Background: an optimization exercise with open tools, aiming at small area, a short achievable clock period and few clock cycles. Do not read the settings as production practice. Only simulation tests tie the RTL to the original design; equivalence was not proved.

$ cat flow/config.mk
export PLATFORM = sky130hd
export DESIGN_NAME = spm_mul_bcd
export DESIGN_NICKNAME = spm_mul_bcd
export VERILOG_FILES = /design/flow/design.v
export SDC_FILE = /design/flow/constraint.sdc
export NUM_CORES = 4
export LEC_CHECK = 0
export ABC_AREA = 1
export CAP_MARGIN = 20
export CORE_MARGIN = 2
export CORE_UTILIZATION = 70
export CTS_BUF_LIST = sky130_fd_sc_hd__clkbuf_4
export SLEW_MARGIN = 20
$ cat flow/constraint.sdc
create_clock -name core_clock -period 18.0 [get_ports {clk}]
set_input_delay 3.6000 -clock core_clock [delete_from_list [all_inputs] [get_ports {clk}]]
set_output_delay 3.6000 -clock core_clock [all_outputs]
set_load 0.01 [all_outputs]
$ cat flow/design.v
module mul7u(input [6:0] a, input [6:0] b, output [13:0] p);
    wire pp0_0 = a[0] & b[0];
    wire pp0_1 = a[0] & b[1];
    wire pp0_2 = a[0] & b[2];
    wire pp0_3 = a[0] & b[3];
    wire pp0_4 = a[0] & b[4];
    wire pp0_5 = a[0] & b[5];
    wire pp0_6 = a[0] & b[6];
    wire pp1_0 = a[1] & b[0];
    wire pp1_1 = a[1] & b[1];
    wire pp1_2 = a[1] & b[2];
    wire pp1_3 = a[1] & b[3];
    wire pp1_4 = a[1] & b[4];
    wire pp1_5 = a[1] & b[5];
    wire pp1_6 = a[1] & b[6];
    wire pp2_0 = a[2] & b[0];
    wire pp2_1 = a[2] & b[1];
    wire pp2_2 = a[2] & b[2];
    wire pp2_3 = a[2] & b[3];
    wire pp2_4 = a[2] & b[4];
    wire pp2_5 = a[2] & b[5];
    wire pp2_6 = a[2] & b[6];
    wire pp3_0 = a[3] & b[0];
    wire pp3_1 = a[3] & b[1];
    wire pp3_2 = a[3] & b[2];
    wire pp3_3 = a[3] & b[3];
    wire pp3_4 = a[3] & b[4];
    wire pp3_5 = a[3] & b[5];
    wire pp3_6 = a[3] & b[6];
    wire pp4_0 = a[4] & b[0];
    wire pp4_1 = a[4] & b[1];
    wire pp4_2 = a[4] & b[2];
    wire pp4_3 = a[4] & b[3];
    wire pp4_4 = a[4] & b[4];
    wire pp4_5 = a[4] & b[5];
    wire pp4_6 = a[4] & b[6];
    wire pp5_0 = a[5] & b[0];
    wire pp5_1 = a[5] & b[1];
    wire pp5_2 = a[5] & b[2];
    wire pp5_3 = a[5] & b[3];
    wire pp5_4 = a[5] & b[4];
    wire pp5_5 = a[5] & b[5];
    wire pp5_6 = a[5] & b[6];
    wire pp6_0 = a[6] & b[0];
    wire pp6_1 = a[6] & b[1];
    wire pp6_2 = a[6] & b[2];
    wire pp6_3 = a[6] & b[3];
    wire pp6_4 = a[6] & b[4];
    wire pp6_5 = a[6] & b[5];
    wire pp6_6 = a[6] & b[6];
    wire s1 = pp0_6 ^ pp1_5;
    wire c1 = pp0_6 & pp1_5;
    wire s2 = pp1_6 ^ pp2_5;
    wire c2 = pp1_6 & pp2_5;
    wire s3 = pp0_4 ^ pp1_3;
    wire c3 = pp0_4 & pp1_3;
    wire s4 = pp0_5 ^ pp1_4 ^ pp2_3;
    wire c4 = (pp0_5 & pp1_4) | (pp0_5 & pp2_3) | (pp1_4 & pp2_3);
    wire s5 = pp3_2 ^ pp4_1;
    wire c5 = pp3_2 & pp4_1;
    wire s6 = s1 ^ pp2_4 ^ pp3_3;
    wire c6 = (s1 & pp2_4) | (s1 & pp3_3) | (pp2_4 & pp3_3);
    wire s7 = pp4_2 ^ pp5_1 ^ pp6_0;
    wire c7 = (pp4_2 & pp5_1) | (pp4_2 & pp6_0) | (pp5_1 & pp6_0);
    wire s8 = c1 ^ s2 ^ pp3_4;
    wire c8 = (c1 & s2) | (c1 & pp3_4) | (s2 & pp3_4);
    wire s9 = pp4_3 ^ pp5_2 ^ pp6_1;
    wire c9 = (pp4_3 & pp5_2) | (pp4_3 & pp6_1) | (pp5_2 & pp6_1);
    wire s10 = c2 ^ pp2_6 ^ pp3_5;
    wire c10 = (c2 & pp2_6) | (c2 & pp3_5) | (pp2_6 & pp3_5);
    wire s11 = pp4_4 ^ pp5_3 ^ pp6_2;
    wire c11 = (pp4_4 & pp5_3) | (pp4_4 & pp6_2) | (pp5_3 & pp6_2);
    wire s12 = pp3_6 ^ pp4_5 ^ pp5_4;
    wire c12 = (pp3_6 & pp4_5) | (pp3_6 & pp5_4) | (pp4_5 & pp5_4);
    wire s13 = pp0_3 ^ pp1_2;
    wire c13 = pp0_3 & pp1_2;
    wire s14 = s3 ^ pp2_2 ^ pp3_1;
    wire c14 = (s3 & pp2_2) | (s3 & pp3_1) | (pp2_2 & pp3_1);
    wire s15 = c3 ^ s4 ^ s5;
    wire c15 = (c3 & s4) | (c3 & s5) | (s4 & s5);
    wire s16 = c4 ^ c5 ^ s6;
    wire c16 = (c4 & c5) | (c4 & s6) | (c5 & s6);
    wire s17 = c6 ^ c7 ^ s8;
    wire c17 = (c6 & c7) | (c6 & s8) | (c7 & s8);
    wire s18 = c8 ^ c9 ^ s10;
    wire c18 = (c8 & c9) | (c8 & s10) | (c9 & s10);
    wire s19 = c10 ^ c11 ^ s12;
    wire c19 = (c10 & c11) | (c10 & s12) | (c11 & s12);
    wire s20 = c12 ^ pp4_6 ^ pp5_5;
    wire c20 = (c12 & pp4_6) | (c12 & pp5_5) | (pp4_6 & pp5_5);
    wire s21 = pp0_2 ^ pp1_1;
    wire c21 = pp0_2 & pp1_1;
    wire s22 = s13 ^ pp2_1 ^ pp3_0;
    wire c22 = (s13 & pp2_1) | (s13 & pp3_0) | (pp2_1 & pp3_0);
    wire s23 = c13 ^ s14 ^ pp4_0;
    wire c23 = (c13 & s14) | (c13 & pp4_0) | (s14 & pp4_0);
    wire s24 = c14 ^ s15 ^ pp5_0;
    wire c24 = (c14 & s15) | (c14 & pp5_0) | (s15 & pp5_0);
    wire s25 = c15 ^ s16 ^ s7;
    wire c25 = (c15 & s16) | (c15 & s7) | (s16 & s7);
    wire s26 = c16 ^ s17 ^ s9;
    wire c26 = (c16 & s17) | (c16 & s9) | (s17 & s9);
    wire s27 = c17 ^ s18 ^ s11;
    wire c27 = (c17 & s18) | (c17 & s11) | (s18 & s11);
    wire s28 = c18 ^ s19 ^ pp6_3;
    wire c28 = (c18 & s19) | (c18 & pp6_3) | (s19 & pp6_3);
    wire s29 = c19 ^ s20 ^ pp6_4;
    wire c29 = (c19 & s20) | (c19 & pp6_4) | (s20 & pp6_4);
    wire s30 = c20 ^ pp5_6 ^ pp6_5;
    wire c30 = (c20 & pp5_6) | (c20 & pp6_5) | (pp5_6 & pp6_5);
    wire [13:0] r0 = {1'b0, c30, c29, c28, c27, c26, c25, c24, c23, c22, c21, s21, pp0_1, pp0_0};
    wire [13:0] r1 = {1'b0, pp6_6, s30, s29, s28, s27, s26, s25, s24, s23, s22, pp2_0, pp1_0, 1'b0};
    wire [13:0] g = r0 & r1;
    wire [13:0] t = r0 ^ r1;
    reg [13:0] G, P;
    integer i, l;
    always @* begin
        G = g;
        P = t;
        for (l = 0; l < 4; l = l + 1)
            for (i = 13; i >= 0; i = i - 1)
                if (i[l]) begin
                    G[i] = G[i] | (P[i] & G[((i >> l) << l) - 1]);
                    P[i] = P[i] & P[((i >> l) << l) - 1];
                end
    end
    assign p = t ^ {G[12:0], 1'b0};
endmodule
`timescale 1ns / 1ps
module BCD(input [14:0] in, output reg [19:0] bcd);
    function [3:0] add3(input [3:0] d);
        reg s;
        begin
            s = d[3] | (d[2] & (d[1] | d[0]));
            add3[3] = s;
            add3[2] = (d[3] & d[0]) | (d[2] & ~d[1] & ~d[0]);
            add3[1] = (d[1] & d[0]) | (d[1] & ~d[2] & ~d[3]) | (d[3] & ~d[0]);
            add3[0] = s ^ d[0];
        end
    endfunction
    integer i;
    always @* begin
        bcd = 20'b0;
        for (i = 13; i >= 0; i = i - 1) begin
            bcd[3:0]   = add3(bcd[3:0]);
            bcd[7:4]   = add3(bcd[7:4]);
            bcd[11:8]  = add3(bcd[11:8]);
            bcd[15:12] = add3(bcd[15:12]);
            bcd = {bcd[18:0], in[i]};
        end
        if (in[14])
            bcd = bcd | 20'h16384;
    end
endmodule
`timescale 1ns / 1ps
module spm_mul_bcd(
    input  wire        clk,
    input  wire        rst,
    input  wire        start,
    input  wire [7:0]  mc,
    input  wire [7:0]  mp,
    output reg  [15:0] product,
    output wire [19:0] bcd,
    output reg         done
);
    wire [7:1] oa, ob;
    assign oa[1] = mc[0];
    assign oa[2] = mc[0] | mc[1];
    assign oa[3] = oa[2] | mc[2];
    assign oa[4] = oa[2] | (mc[2] | mc[3]);
    assign oa[5] = oa[4] | mc[4];
    assign oa[6] = oa[4] | (mc[4] | mc[5]);
    assign oa[7] = oa[4] | (mc[4] | mc[5] | mc[6]);
    assign ob[1] = mp[0];
    assign ob[2] = mp[0] | mp[1];
    assign ob[3] = ob[2] | mp[2];
    assign ob[4] = ob[2] | (mp[2] | mp[3]);
    assign ob[5] = ob[4] | mp[4];
    assign ob[6] = ob[4] | (mp[4] | mp[5]);
    assign ob[7] = ob[4] | (mp[4] | mp[5] | mp[6]);
    wire [7:0] am = {mc[7] & ~oa[7], mc[6:1] ^ ({6{mc[7]}} & oa[6:1]), mc[0]};
    wire [7:0] bm = {mp[7] & ~ob[7], mp[6:1] ^ ({6{mp[7]}} & ob[6:1]), mp[0]};
    wire [13:0] p77;
    mul7u mult(.a(am[6:0]), .b(bm[6:0]), .p(p77));
    wire [14:0] mul = {1'b0, p77} | ({15{am[7]}} & {bm, 7'b0}) | ({15{bm[7]}} & {1'b0, am[6:0], 7'b0});
    wire neg = (mc[7] ^ mp[7]) & (mc[7] | oa[7]) & (mp[7] | ob[7]);
    reg [14:0] mag;
    reg        sgn;
    always @(posedge clk)
        if (start) begin
            mag <= mul;
            sgn <= neg;
        end
    always @(posedge clk or posedge rst)
        if (rst)
            done <= 1'b0;
        else if (start)
            done <= 1'b1;
    reg below;
    integer k;
    always @* begin
        below = 1'b0;
        for (k = 0; k < 15; k = k + 1) begin
            product[k] = mag[k] ^ (sgn & below);
            below = below | mag[k];
        end
        product[15] = sgn;
    end
    BCD binary_bcd(.in(mag), .bcd(bcd));
endmodule
$ cat flow/flow/run.sh
#!/bin/bash
# The standard layout with buf_1 port buffers and repair_timing aiming at
# a setup slack margin of 0 ns. standard.log holds the whole ORFS run.
export BUFFER_PORTS_ARGS="-buffer_cell sky130_fd_sc_hd__buf_1"
bash standard.sh > standard.log 2>&1
$ cat flow/standard.sh
#!/bin/bash
# synth_recipe.tcl (not shown) runs the flow's synth.tcl, then flattens the netlist and writes it again
# the make line also repeats each setting of config.mk as NAME=value (left out here)
make -C /OpenROAD-flow-scripts/flow DESIGN_CONFIG=/design/flow/config.mk WORK_HOME=/design/flow/orfs CLKGATE_MAP_FILE= SYNTH_SCRIPT=/design/flow/synth_recipe.tcl "${@:-finish}"
==> flow_metrics.env, run 1 <==
export IMPL_num_io_pins=56
export IMPL_die_area_um2=6199
export IMPL_gp_routability_congestion=0.9284
export IMPL_worst_setup_path_start_kind="primary input"
export IMPL_slowest_delay_ns=0.50
export IMPL_row_count=27
export IMPL_worst_ep_arrival_time_ns=8.25
export IMPL_cts_buffer_depth=2
export IMPL_final_min_clock_period_ns=8.216
export IMPL_post_cts_buffers=0
export IMPL_layout_area_overhead_vs_synth_pct=6.816
export IMPL_post_synth_inst_count=585
export IMPL_holdCritPathClass="reg -> reg"
export IMPL_vias_per_cell=5.364
export IMPL_initialDrtViolationCount=127
export IMPL_first_global_vias=3648
export IMPL_globalRouteMet3Util_pct=2.500
export IMPL_status="timing/DRC/antenna clean"
export IMPL_cp_required_ns=18.03
export IMPL_wl_mm=8.566
export IMPL_setup_viol=0
export IMPL_grtUsageMet2_pct=53.85
export IMPL_worst_slack_setup_final_ns=9.784
export IMPL_die_h_um=78.74
export IMPL_finalCritPeriodShare_pct=45.64
export IMPL_count_of_inserted_antenna_diode_cells=0
export IMPL_remaining_drc_errors=0
export IMPL_clock_latency_ns=0.31
export IMPL_detailed_routing_iteration_count_for_the_pre_antenna_repair_pass=5
export IMPL_floorplan_core_area_um2=5439
export IMPL_worstMarginPinSlew_ns=1.010
export IMPL_achievable_frequency_mhz=121.7
export IMPL_final_design_area_no_fill_um2=4177
export IMPL_maxSlewViolCount=0
export IMPL_critical_path_max_fanout=7
export IMPL_utilization_pct=76.79
export IMPL_antenna_found_initial=0
export IMPL_async_flop_share_pct=5.882
export IMPL_finalHoldViolCount=0
export IMPL_route_vias_total=3787
export IMPL_synth_common_cells="sky130_fd_sc_hd__inv_1 (110), sky130_fd_sc_hd__nand2_1 (101), sky130_fd_sc_hd__nor2_1 (69)"
export IMPL_grt_overflow_total=0
export IMPL_gr_util_all_layers_pct=30.08
export IMPL_global_route_peak_usage_layer="met2"
export IMPL_final_net_count=699
export IMPL_path_buf_inv=4
export IMPL_synth_yosys_seq_area_share_pct=12.93
export IMPL_predominant_post_synthesis_flop_cell="sky130_fd_sc_hd__edfxtp_1"
export IMPL_path_class="in -> reg"
export IMPL_timing_critical_path_to_type="register"
export IMPL_cts_buffers=3
export IMPL_hpwl_mm=7.258
export IMPL_post_cts_hold_buffer_count=0
export IMPL_drt_antenna_violating_nets=0
export IMPL_cts_tree="done"
export IMPL_grt_setup_unrepaired="no"
export IMPL_cpMaxStageDelayCell="sky130_fd_sc_hd__fa_1"
export IMPL_die_width_um=78.74
export IMPL_place_area_um2=4146
export IMPL_fill_cells=452
export IMPL_proportion_of_layout_cells_with_a_drive_suffix_above_1_pct=12.93
export IMPL_synth_distinct_cells=40
export IMPL_number_of_maximum_capacitance_violations=0
export IMPL_ys_seq_elements=17
export IMPL_final_setup_tns_ns=0
export IMPL_timing_clock_skew_ns=0
export IMPL_avgSynthCellArea_um2=6.684
export IMPL_post_place_ws_ns=9.460
export IMPL_number_of_synthesis_warnings=3
export IMPL_synth_edf_count=16
export IMPL_avgRoutedWirePerCell_um=12.13
export IMPL_grt_util_met1_pct=37.82
export IMPL_starting_utilization_of_the_core_area_pct=71.89
export IMPL_grt_start_max_net_pins=18
export IMPL_summed_instance_area_of_the_synthesized_netlist_um2=3910
export IMPL_clk_root_buffer_cell="sky130_fd_sc_hd__clkbuf_4"
export IMPL_clkSlewWorstSetupHoldPaths_ns=0.10
export IMPL_worst_path_dominant_cell_family="adder cells"
export IMPL_cts_sinks=17
export IMPL_yosys_cell_count_top_type="sky130_fd_sc_hd__inv_1"
export IMPL_synthDominantAreaCellType="sky130_fd_sc_hd__fa_1"
export IMPL_synth_area_top_cells="sky130_fd_sc_hd__fa_1 (14%), sky130_fd_sc_hd__edfxtp_1 (12%), sky130_fd_sc_hd__inv_1 (11%)"
export IMPL_place_port_buffers=52
export IMPL_postCtsResizedCells=0
export IMPL_r2r_setup_slack_ns=17.22
export IMPL_timing_critical_path_cells="buf_1 -> nor2_1 -> nand2_1 -> or3_1 -> nor2_1 -> inv_1 -> nand3_1 -> nand2_1 -> nor2_1 -> ha_1 -> fa_1 -> fa_1 -> inv_1 -> fa_1 -> inv_1 -> ha_1 -> a21o_1 -> a21o_1 -> nand3_1 -> nand2_1 -> a21oi_1 -> o21bai_1 -> xnor2_1 -> o221ai_1"
export IMPL_grt_first_pass_wirelength_mm=15.17
export IMPL_max_slew_margin_pct=32.67
export IMPL_yosysTopAreaCellShare_pct=13.82
export IMPL_cts_htree_levels=1
==> cells in the final DEF, fill, tap and decap left out, types with 2 or more instances in the layout <==
cell type,netlist,final
sky130_fd_sc_hd__inv_1,110,110
sky130_fd_sc_hd__nand2_1,101,101
sky130_fd_sc_hd__nor2_1,69,69
sky130_fd_sc_hd__buf_1,0,52
sky130_fd_sc_hd__nand2_2,42,42
sky130_fd_sc_hd__nand3_1,38,38
sky130_fd_sc_hd__xor2_1,28,28
sky130_fd_sc_hd__fa_1,27,27
sky130_fd_sc_hd__o22ai_1,18,18
sky130_fd_sc_hd__ha_1,18,18
sky130_fd_sc_hd__o21ai_1,16,16
sky130_fd_sc_hd__o21ai_0,16,16
sky130_fd_sc_hd__edfxtp_1,16,16
sky130_fd_sc_hd__inv_2,13,13
sky130_fd_sc_hd__a21oi_1,9,9
sky130_fd_sc_hd__nand2_4,7,7
sky130_fd_sc_hd__o221ai_1,6,6
sky130_fd_sc_hd__nand3_2,4,4
sky130_fd_sc_hd__o211ai_1,4,4
sky130_fd_sc_hd__xnor2_1,4,4
sky130_fd_sc_hd__a21oi_2,4,4
sky130_fd_sc_hd__clkbuf_4,0,4
sky130_fd_sc_hd__a21o_1,3,3
sky130_fd_sc_hd__or3_1,3,3
sky130_fd_sc_hd__conb_1,1,3
sky130_fd_sc_hd__and2_1,2,2
sky130_fd_sc_hd__o21bai_1,2,2
sky130_fd_sc_hd__or2_2,2,2
sky130_fd_sc_hd__o21ai_2,2,2
==> through the flow <==
step	hold WS [ns]	cells
after detailed placement	0.4607	702
after floorplan	0.5121	587
after global routing	0.5110	706
final	0.4819	706
after global placement	0.4524	702
after CTS	0.4863	706
==> path summary, 6_finish.rpt <==
path,from,to,depth (start not counted)
worst max register to register,done,done,1
worst min-delay path,done,done,1
max in group asynchronous,rst,done,2
min in group asynchronous,rst,done,2
worst min register to register,done,done,1
worst max-delay path,mp[0],mag[12],24
==> area by class of cell <==
class / instances / area [um2] / share of cell area (%)
Clock buffer: 4 / 30.03 / 0.7190
Inverter: 124 / 467.9 / 11.20
Multi-Input combinational cell: 437 / 2888 / 69.14
Sequential cell: 17 / 505.5 / 12.10
Tap cell: 72 / 90.09 / 2.157
Timing Repair Buffer: 52 / 195.2 / 4.673
==> routing by layer <==
layer / share of wire, % / wire length (um)
met3: 4.0 / 341
met5: 0 / 0
met1: 45 / 3857
met4: 1.6 / 140
met2: 49 / 4227
==> state kept, by name, summed over array words and instances (netlist names) <==
| register | flops |
|---|---|
| sgn | 1 |
| done | 1 |
| mag | 15 |
==> cell families (layout without fill, tap and decap cells) <==
logic type	count (synthesis)	count (layout)	share of synthesized area, %
simple gates	270	270	32.38
xor+xnor	32	32	7.168
other cells	1	3	0.09591
fa+ha+maj	45	45	19.58
compound gates	87	87	14.43
flops	17	17	12.93
buf+inv	133	180	13.41
Testbench counts, summed over its fixed seeds: cycles 3,200.
==> run 2: changes to the inputs <==
==> flow/flow/run.sh (replaced) <==
#!/bin/bash
# Layout flow: the standard ORFS flow with two changes.
#  1. Port buffers are buf_1 cells (BUFFER_PORTS_ARGS) instead of the cell
#     buffer_ports picks by default; every input and output still gets one.
#  2. After the standard synthesis, flow/fapol.py flips full-adder cells
#     (a full adder is self-dual) to drop inverters around them. Registers and
#     all other cells are kept as synthesized.
# Each step's output is logged in this folder.
set -euo pipefail
export BUFFER_PORTS_ARGS="-buffer_cell sky130_fd_sc_hd__buf_1"
R=orfs/results/sky130hd/spm_mul_bcd/base
bash standard.sh synth > synth.log 2>&1
cp $R/1_2_yosys.v $R/1_2_yosys.standard.v
python3 flow/fapol.py $R/1_2_yosys.standard.v $R/1_2_yosys.v > fapol.log 2>&1
bash standard.sh finish > standard.log 2>&1
==> flow/flow/fapol.py (new file) <==
#!/usr/bin/env python3
"""Flip the polarity of full-adder cells in a mapped netlist to remove
inverters. A full adder is self-dual: inverting its three inputs inverts both
outputs. Inverters between cells are collapsed to (root net, parity) pairs,
full adders are flipped greedily while that lowers the number of inverters
needed, and one inverter per root net that still needs its complement is put
back. Registers, ports and every other cell are left as they are.
usage: fapol.py IN.v OUT.v"""
import re, sys
src = open(sys.argv[1]).read()
m = re.search(r'module\s+(\w+)\s*\((.*?)\);', src, re.S)
ports = set(p.strip() for p in m.group(2).split(','))
cell_re = re.compile(r'^\s*(sky130_fd_sc_hd__\w+)\s+(\S+)\s*\((.*?)\);', re.S | re.M)
cells = []
for cm in cell_re.finditer(src):
    pins = dict((p, n.strip()) for p, n in re.findall(r'\.(\w+)\(([^()]*)\)', cm.group(3)))
    cells.append([cm.group(1), cm.group(2), pins])
OUTP = {'X', 'Y', 'SUM', 'COUT', 'Q', 'Q_N', 'HI', 'LO'}
def is_port(net):
    base = net.lstrip('\\').split('[')[0].strip()
    return base in ports
drv = {}; loads = {}
for i, (t, n, pins) in enumerate(cells):
    for p, net in pins.items():
        if p in OUTP: drv[net] = (i, p)
        else: loads.setdefault(net, []).append((i, p))
def is_inv(i): return '__inv_' in cells[i][0]
adapter = set()
for i, (t, n, pins) in enumerate(cells):
    if is_inv(i) and not is_port(pins['A']) and not is_port(pins['Y']) and pins['A'] in drv:
        adapter.add(i)
def root(net):
    par = 0
    while net in drv and drv[net][0] in adapter:
        net = cells[drv[net][0]][2]['A']; par ^= 1
    return net, par
isfa = lambda i: '__fa_' in cells[i][0]
fa = [i for i in range(len(cells)) if isfa(i)]
# sinks: (cell, pin, root, parity) for every input pin of a non-adapter cell
sinks = []
for i, (t, n, pins) in enumerate(cells):
    if i in adapter: continue
    for p, net in pins.items():
        if p in OUTP: continue
        r, par = root(net)
        sinks.append((i, p, r, par))
# port sinks: output ports driven through adapters -> keep fixed
flip = {i: 0 for i in fa}
def froot(r):
    d = drv.get(r)
    return flip.get(d[0], 0) if d else 0
def cost():
    need = {}
    for i, p, r, par in sinks:
        inv = par ^ flip.get(i, 0) ^ froot(r)
        need.setdefault(r, set()).add(inv)
    return sum(1 for s in need.values() if 1 in s), need
base, _ = cost()
best = base
improved = True
while improved:
    improved = False
    for i in fa:
        flip[i] ^= 1
        c, _ = cost()
        if c < best:
            best = c; improved = True
        else:
            flip[i] ^= 1
print(f"// fapol: {len(adapter)} inverters before, {best} after, {sum(flip.values())} full adders flipped", file=sys.stderr)
_, need = cost()
# rebuild
# strongest inverter that fed each root before, to keep its drive
drive = {}
for i in adapter:
    r, par = root(cells[i][2]['Y'])
    t = cells[i][0]
    if r not in drive or int(t.rsplit('_', 1)[1]) > int(drive[r].rsplit('_', 1)[1]): drive[r] = t
newinv = {}
names = set(n for _, n, _ in cells)
k = 0
for r, s in need.items():
    if 1 in s:
        while f"fapol_{k}" in names: k += 1
        newinv[r] = (f"fapol_{k}", f"fapol_n{k}"); k += 1
for i, p, r, par in sinks:
    inv = par ^ flip.get(i, 0) ^ froot(r)
    cells[i][2][p] = newinv[r][1] if inv else r
esc = lambda n: n + ' ' if n.startswith('\\') else n
out = []
body_start = src.index(';', m.end() - 1) + 1
# keep header and declarations (everything before first cell)
first = cell_re.search(src)
header = src[:first.start()]
decl = ''.join(f"  wire {w};\n" for _, w in newinv.values())
out.append(header + decl)
for i, (t, n, pins) in enumerate(cells):
    if i in adapter: continue
    out.append(f"  {t} {n} (\n" + ",\n".join(f"    .{p}({esc(net)})" for p, net in pins.items()) + "\n  );\n")
for r, (n, w) in newinv.items():
    out.append(f"  {drive.get(r, 'sky130_fd_sc_hd__inv_1')} {n} (\n    .A({esc(r)}),\n    .Y({w})\n  );\n")
tail = src[src.rindex('endmodule'):]
# keep any assign statements after the cells
assigns = re.findall(r'^\s*assign .*?;\s*$', src, re.M)
out.append(''.join(a + '\n' for a in assigns))
out.append(tail)
open(sys.argv[2], 'w').write(''.join(out))
--- a/flow/config.mk
+++ b/flow/config.mk
@@ -9,5 +9,4 @@
 export CAP_MARGIN = 20
 export CORE_MARGIN = 2
 export CORE_UTILIZATION = 70
-export CTS_BUF_LIST = sky130_fd_sc_hd__clkbuf_4
 export SLEW_MARGIN = 20
==> flow_metrics.env, run 2 <==
export IMPL_status="timing/DRC/antenna clean"
export IMPL_final_min_clock_period_ns=8.255
export IMPL_proportion_of_layout_cells_with_a_drive_suffix_above_1_pct=13.26
export IMPL_timing_clock_skew_ns=0
export IMPL_postCtsResizedCells=0
export IMPL_clk_root_buffer_cell="sky130_fd_sc_hd__clkbuf_8"
export IMPL_layout_commonest_cell="sky130_fd_sc_hd__nand2_1"
export IMPL_critical_path_max_fanout=7
export IMPL_largest_register_ffs=15
export IMPL_route_vias_total=3764
export IMPL_finalCritPeriodShare_pct=45.86
export IMPL_avgSynthCellArea_um2=6.804
export IMPL_floorplan_core_area_um2=5205
export IMPL_die_area_um2=6069
export IMPL_wl_mm=8.675
export IMPL_worstMarginPinSlew_ns=0.9472
export IMPL_cts_sinks=17
export IMPL_worstRegToRegCells=1
export IMPL_detailed_routing_iteration_count_for_the_pre_antenna_repair_pass=4
export IMPL_holdCritPathClass="reg -> reg"
export IMPL_grt_setup_unrepaired="no"
export IMPL_num_io_pins=56
export IMPL_post_synth_inst_count=562
export IMPL_grt_start_max_net_pins=18
export IMPL_finalHoldViolCount=0
export IMPL_clock_latency_ns=0.26
export IMPL_final_net_count=676
export IMPL_final_design_area_no_fill_um2=4103
export IMPL_drt_antenna_violating_nets=0
export IMPL_setup_viol=0
export IMPL_row_count=26
export IMPL_post_cts_buffers=0
export IMPL_cts_htree_levels=1
export IMPL_antenna_found_initial=0
export IMPL_gr_util_all_layers_pct=30.73
export IMPL_maxSlewViolCount=0
export IMPL_path_class="in -> reg"
export IMPL_summed_instance_area_of_the_synthesized_netlist_um2=3824
export IMPL_worst_setup_path_start_kind="primary input"
export IMPL_grt_first_pass_wirelength_mm=15.28
export IMPL_die_h_um=77.91
export IMPL_initialDrtViolationCount=211
export IMPL_number_of_synthesis_warnings=3
export IMPL_utilization_pct=78.82
export IMPL_worst_slack_setup_final_ns=9.745
export IMPL_largestRegisters="mag x15, done x1, sgn x1"
export IMPL_r2r_setup_slack_ns=17.19
export IMPL_post_place_ws_ns=9.523
export IMPL_number_of_maximum_capacitance_violations=0
export IMPL_cts_tree="done"
export IMPL_place_area_um2=4058
export IMPL_worst_ep_arrival_time_ns=8.23
export IMPL_gp_routability_congestion=0.8816
export IMPL_first_global_vias=3649
export IMPL_starting_utilization_of_the_core_area_pct=73.46
export IMPL_final_setup_tns_ns=0
export IMPL_place_port_buffers=52
export IMPL_clkSlewWorstSetupHoldPaths_ns=0.07
export IMPL_vias_per_cell=5.527
export IMPL_achievable_frequency_mhz=121.1
export IMPL_max_slew_margin_pct=36.85
export IMPL_count_of_inserted_antenna_diode_cells=0
export IMPL_timing_critical_path_to_type="register"
export IMPL_cp_required_ns=17.97
export IMPL_min_delay_path_depth=1
export IMPL_cts_buffers=3
export IMPL_avgRoutedWirePerCell_um=12.74
export IMPL_layout_area_overhead_vs_synth_pct=7.297
export IMPL_final_cell_mix="sky130_fd_sc_hd__nand2_1 (101), sky130_fd_sc_hd__inv_1 (87), sky130_fd_sc_hd__nor2_1 (69)"
export IMPL_post_cts_hold_buffer_count=0
export IMPL_die_width_um=77.91
export IMPL_remaining_drc_errors=0
export IMPL_grt_overflow_total=0
export IMPL_hpwl_mm=7.292
export IMPL_top_register="mag"
export IMPL_cts_buffer_depth=2
## run 2: changes by cell type in the layout (fill, tap and decap cells not counted), sizes merged
cell	delta
inv	-23
## run 2: worst paths after layout
check                      start  endpoint
max                        mp[0]   mag[12]
min in group asynchronous    rst      done
max in group asynchronous    rst      done
max reg2reg                 done      done
min reg2reg                 done      done
min                         done      done
## run 2: stage by stage
step	hold WS, ns	cells
4_1_cts	0.5083	681
6_report	0.5065	681
3_3_place_gp	0.4519	677
5_1_grt	0.5189	681
2_1_floorplan	0.5121	564
3_5_place_dp	0.4935	677
## run 2: metal layers
layer	part of all wire (%)	global-route usage [%]	up-vias	wire length, um
met2	51	56.12	117	4447
li1	-	-	1895	-
met5	0	0	-	0
met3	4.7	2.674	12	410
met4	1.8	8.772	0	154
met1	42	38.61	1740	3664
## run 2: layout make-up
| class | count | area (um2) |
|---|---|---|
| well taps | 70 | 87.58 |
| inverters | 101 | 381.6 |
| fillers | 413 | 1102 |
| clock buffers | 4 | 45.04 |
| repair buffers | 52 | 195.2 |
| multi-input cells | 437 | 2888 |
| flip-flops and latches | 17 | 505.5 |
## run 2: critical path: stages
cell	delay (ns)
sky130_fd_sc_hd__buf_1	0.14
sky130_fd_sc_hd__nor2_1	0.17
sky130_fd_sc_hd__nand2_1	0.09
sky130_fd_sc_hd__o21ai_0	0.20
sky130_fd_sc_hd__xor2_1	0.53
sky130_fd_sc_hd__inv_1	0.14
sky130_fd_sc_hd__nand2_1	0.13
sky130_fd_sc_hd__fa_1	0.44
sky130_fd_sc_hd__inv_1	0.10
sky130_fd_sc_hd__fa_1	0.44
sky130_fd_sc_hd__fa_1	0.48
sky130_fd_sc_hd__ha_1	0.33
sky130_fd_sc_hd__a21oi_1	0.15
sky130_fd_sc_hd__nand2_1	0.09
sky130_fd_sc_hd__a21o_1	0.19
sky130_fd_sc_hd__a21o_1	0.19
sky130_fd_sc_hd__nand3_1	0.09
sky130_fd_sc_hd__nand2_1	0.10
sky130_fd_sc_hd__a21oi_1	0.23
sky130_fd_sc_hd__o21bai_1	0.14
sky130_fd_sc_hd__xnor2_1	0.14
sky130_fd_sc_hd__o221ai_1	0.12

## re-timing with driven ports
No port has a modelled driver above. Below, the same layouts with a new extraction and two added sets of constraints. Step 1 (the two cells are an assumption about what drives the block):
set clk [get_ports {clk}]
set_driving_cell -lib_cell sky130_fd_sc_hd__clkbuf_16 $clk
set_driving_cell -lib_cell sky130_fd_sc_hd__buf_2 [delete_from_list [all_inputs] $clk]
Step 2 also shifts input and output timing later by t, the mid clock arrival at the registers, as if the neighbouring blocks saw the same clock. Three values: ideal, step 1, step 2; two values: the first two.
run | t (ns) | slack for setup (ns) | hold slack, ns | slew at the worst register clock pin (ns)
run 1 | 0.333 | 9.784 / 9.789 / 9.456 | 0.482 / 0.482 / 0.482 | 0.10 / 0.10
run 2 | 0.282 | 9.745 / 9.753 / 9.470 | 0.507 / 0.507 / 0.507 | 0.07 / 0.07
After both steps every run listed still meets setup and hold. For run 1, which loses most, drivers alone change the setup slack by +0.005 ns; drivers and shift together by -0.328 ns.
